Context: an optimization exercise on an open-source flow, tuned for small area and a short achievable clock period. The choices shown serve that exercise and are no tape-out recipe. Only simulation tests tie the RTL to the original design; equivalence was not proved. No activity file was given, so power comes from the tool's default toggle rates.

## old
## DilatedCausal1DConv
module DilatedCausal1DConv (
    input clk,
    input reset,
    input wire [127:0] x,
    output wire [127:0] y,
    input h_write,
    input [7:0] h_index_channel,
    input [7:0] h_index_filter,
    input [7:0] h_value
);
Size: about 280 I/O pins, ~120000 sq um of cells after synthesis.
clock: 7.0 ns
lec_check: 0
cap_margin: 20
core_margin: 2
core_utilization: 60
place_density: 0.7
setup_slack_margin: 2.7
slew_margin: 20
synth_hierarchical: 1
tns_end_percent: 0
standard.sh (not shown) runs the stock make flow with config.mk's settings and CLKGATE_MAP_FILE= SYNTH_SCRIPT=/design/flow/synth_recipe.tcl, a recipe that flattens the netlist after the stock synthesis.
==> flow/flow/run.sh <==
#!/bin/bash
set -euo pipefail
export BUFFER_PORTS_ARGS="-buffer_cell sky130_fd_sc_hd__buf_2"
bash standard.sh finish > standard.log 2>&1
Setup changes, old to new
- SETUP_SLACK_MARGIN now 2.8, was 2.7
- CORE_UTILIZATION now 65, was 60
- PLACE_DENSITY now 0.75, was 0.7
==> notes.md <==
- Relative to old, the final cell area reported for new is higher.
- The start point of the critical path comes out xd[1][32]$_DFF_PP0_ in one run and xd[8][0]$_DFF_PP0_ in the other, namely in old and new respectively.
- Delta (new minus old): total die area now smaller, delay of the slowest cell on the worst path now smaller, final cell count comparable, internal power contribution now larger.

* * *

job 5084:
DilatedCausal1DConv, a different RTL version from the one above (not shown whole).
Size in the first run: about 9700 cells after synthesis, ~1400 flip-flops, ~280 I/O pins, roughly 120000 µm² of cells after synthesis.
export LEC_CHECK = 0
export CAP_MARGIN = 20
export CORE_MARGIN = 2
export CORE_UTILIZATION = 55
export PLACE_DENSITY = 0.65
export SETUP_SLACK_MARGIN = 2.2
export SLEW_MARGIN = 20
export SYNTH_HIERARCHICAL = 1
export TNS_END_PERCENT = 0
create_clock -name core_clock -period 7.0 [get_ports {clk}]
==> flow/flow/run.sh <==
#!/bin/bash
set -euo pipefail
export BUFFER_PORTS_ARGS="-buffer_cell sky130_fd_sc_hd__buf_4"
bash standard.sh finish > standard.log 2>&1
Modified inputs, job 9123 compared to job 5084
# job 5084
export LEC_CHECK = 0
export CAP_MARGIN = 20
export CORE_MARGIN = 2
export CORE_UTILIZATION = 55
export PLACE_DENSITY = 0.65
export SETUP_SLACK_MARGIN = 2.2
export SLEW_MARGIN = 20
export SYNTH_HIERARCHICAL = 1
export TNS_END_PERCENT = 0
create_clock -name core_clock -period 7.0 [get_ports {clk}]
# job 9123
export LEC_CHECK = 0
export CAP_MARGIN = 20
export CORE_MARGIN = 2
export CORE_UTILIZATION = 55
export PLACE_DENSITY = 0.65
export SETUP_SLACK_MARGIN = 2.5
export SLEW_MARGIN = 20
export SYNTH_HIERARCHICAL = 1
export TNS_END_PERCENT = 0
create_clock -name core_clock -period 7.0 [get_ports {clk}]
Results
[compare] base=job 5084 new=job 9123: detailed-route wire length saw an increase; smallest setup slack after layout saw an increase; number of antenna repair diodes saw a decrease; critical path depth saw an increase. Of job 9123 and job 5084, it is job 9123 that has the lower power share of the sequential group. Job 9123 ends up with a sequential share of cell area that is 0.18 points higher than in job 5084. Across both runs, final instance area was higher for job 9123 than for job 5084. Diff job 9123..job 5084 | sequential logic power | negligible.

* * *

Setup of build 79:
Starting RTL as in the previous note.
Design DilatedCausal1DConv, start of the top module:
module DilatedCausal1DConv (
    input clk,
    input reset,
    input wire [127:0] x,
    output wire [127:0] y,
    input h_write,
    input [7:0] h_index_channel,
    input [7:0] h_index_filter,
    input [7:0] h_value
);
export LEC_CHECK = 0
export CAP_MARGIN = 20
export CORE_MARGIN = 2
export CORE_UTILIZATION = 62
export PLACE_DENSITY = 0.72
export SETUP_SLACK_MARGIN = 2.5
export SLEW_MARGIN = 20
export SYNTH_HIERARCHICAL = 1
export TNS_END_PERCENT = 0
create_clock -name core_clock -period 7.0 [get_ports {clk}]
==> flow/flow/run.sh <==
#!/bin/bash
set -euo pipefail
export BUFFER_PORTS_ARGS="-buffer_cell sky130_fd_sc_hd__buf_2"
bash standard.sh finish > standard.log 2>&1
Input changes introduced in build 54 (baseline for comparison: build 79):
- clearing PLACE_DENSITY, which used to be 0.72
- clearing TNS_END_PERCENT, which used to be 0
- swapping 62 for 40 in CORE_UTILIZATION
==> flow/flow/run.sh <==
#!/bin/bash
set -euo pipefail
export BUFFER_PORTS_ARGS="-buffer_cell sky130_fd_sc_hd__buf_4"
bash standard.sh finish > standard.log 2>&1
### Flow results
Worst setup margin ends up lower on build 79.
dfrtp_1 as the cell with the largest stage delay on the worst path was reported by build 79, and fa_2 by build 54.
Build 54 against build 79: achievable clock frequency +1.4%, final critical delay including setup and external delays fell by 61 ps, clock-buffer cell count moved up.
Core area came out higher on build 54 than on build 79.
In build 54, cell area is higher than in build 79.
Looking at sequential share of cell area, build 54 sits 1.3 points lower than build 79 does.
The final reports for build 54 and build 79 show clock power higher in the former.
Looking at met1 wire length, build 54 sits 15% higher than build 79 does.
Compared with build 79, build 54 shows a lower utilization after layout.
NOTE total power consumption of the routed design build 79->build 54 increased by a little under 10%
#### Input delta (build 89 over build 54)
- putting TNS_END_PERCENT at 0 where nothing was set
Findings:
Result for build 54 and build 89: all clean
Relative to build 54, global-route wire length before repair decreased by about 0.56% in build 89.
On sequential power, build 54 and build 89 are neck and neck.
Any difference in global-route track usage on met3 between build 89 and build 54 is small enough to ignore.
Count of boundary I/O pins delta (build 54 -> build 89): insignificant
Of the two candidates, build 54 has the better setup slack on the worst flop-to-flop path and build 89 the worse one.
Summary of build 89 over build 54: worst setup slack now smaller, share of the cycle needed by the critical path after routing now larger.
Comparing build 54 and build 89, the lower data required time at the worst endpoint is on build 54.
Between build 54 and build 89, the difference in final worst clock skew is negligible.
Build 89: first-iteration DRC count 100 below build 54
Wire length on met2, build 89 vs build 54: down by a few percent

-- port drivers added, routing unchanged --
How much do the figures lean on ideal ports? The routed layouts below were timed once more, with nothing changed but the port constraints. Step 1, drivers: a clkbuf_16 drives clk and a buf_2 each remaining input, both assumed. Step 2 moves the port delays by t, midway between the first and last clock arrival at a register: inputs arrive t later, outputs are due t later. That takes back most of the time a late clock gives input paths. Three values: ideal, step 1, step 2; two values: the first two.
run | t (ns) | setup slack, ns | hold slack, ns | worst data-port slew with drivers (ns) | cell pins on the clock port's net
old | 0.905 | 2.589 / 2.527 / 2.589 | 0.337 / 0.337 / 0.337 | 0.16 | 1
new | 0.932 | 2.635 / 2.556 / 2.635 | 0.324 / 0.324 / 0.324 | 0.41 | 1
job 5084 | 0.938 | 2.241 / 2.140 / 2.345 | 0.327 / 0.327 / 0.327 | 0.24 | 1
job 9123 | 0.940 | 2.503 / 2.421 / 2.503 | 0.329 / 0.329 / 0.329 | 0.23 | 1
build 79 | 0.911 | 2.460 / 2.400 / 2.460 | 0.323 / 0.323 / 0.323 | 0.23 | 1
build 54 | 0.944 | 2.521 / 2.477 / 2.521 | 0.333 / 0.333 / 0.333 | 0.21 | 1
build 89 | 0.940 | 2.491 / 2.420 / 2.491 | 0.337 / 0.337 / 0.337 | 0.20 | 1
After both steps setup and hold are still met in every run listed.
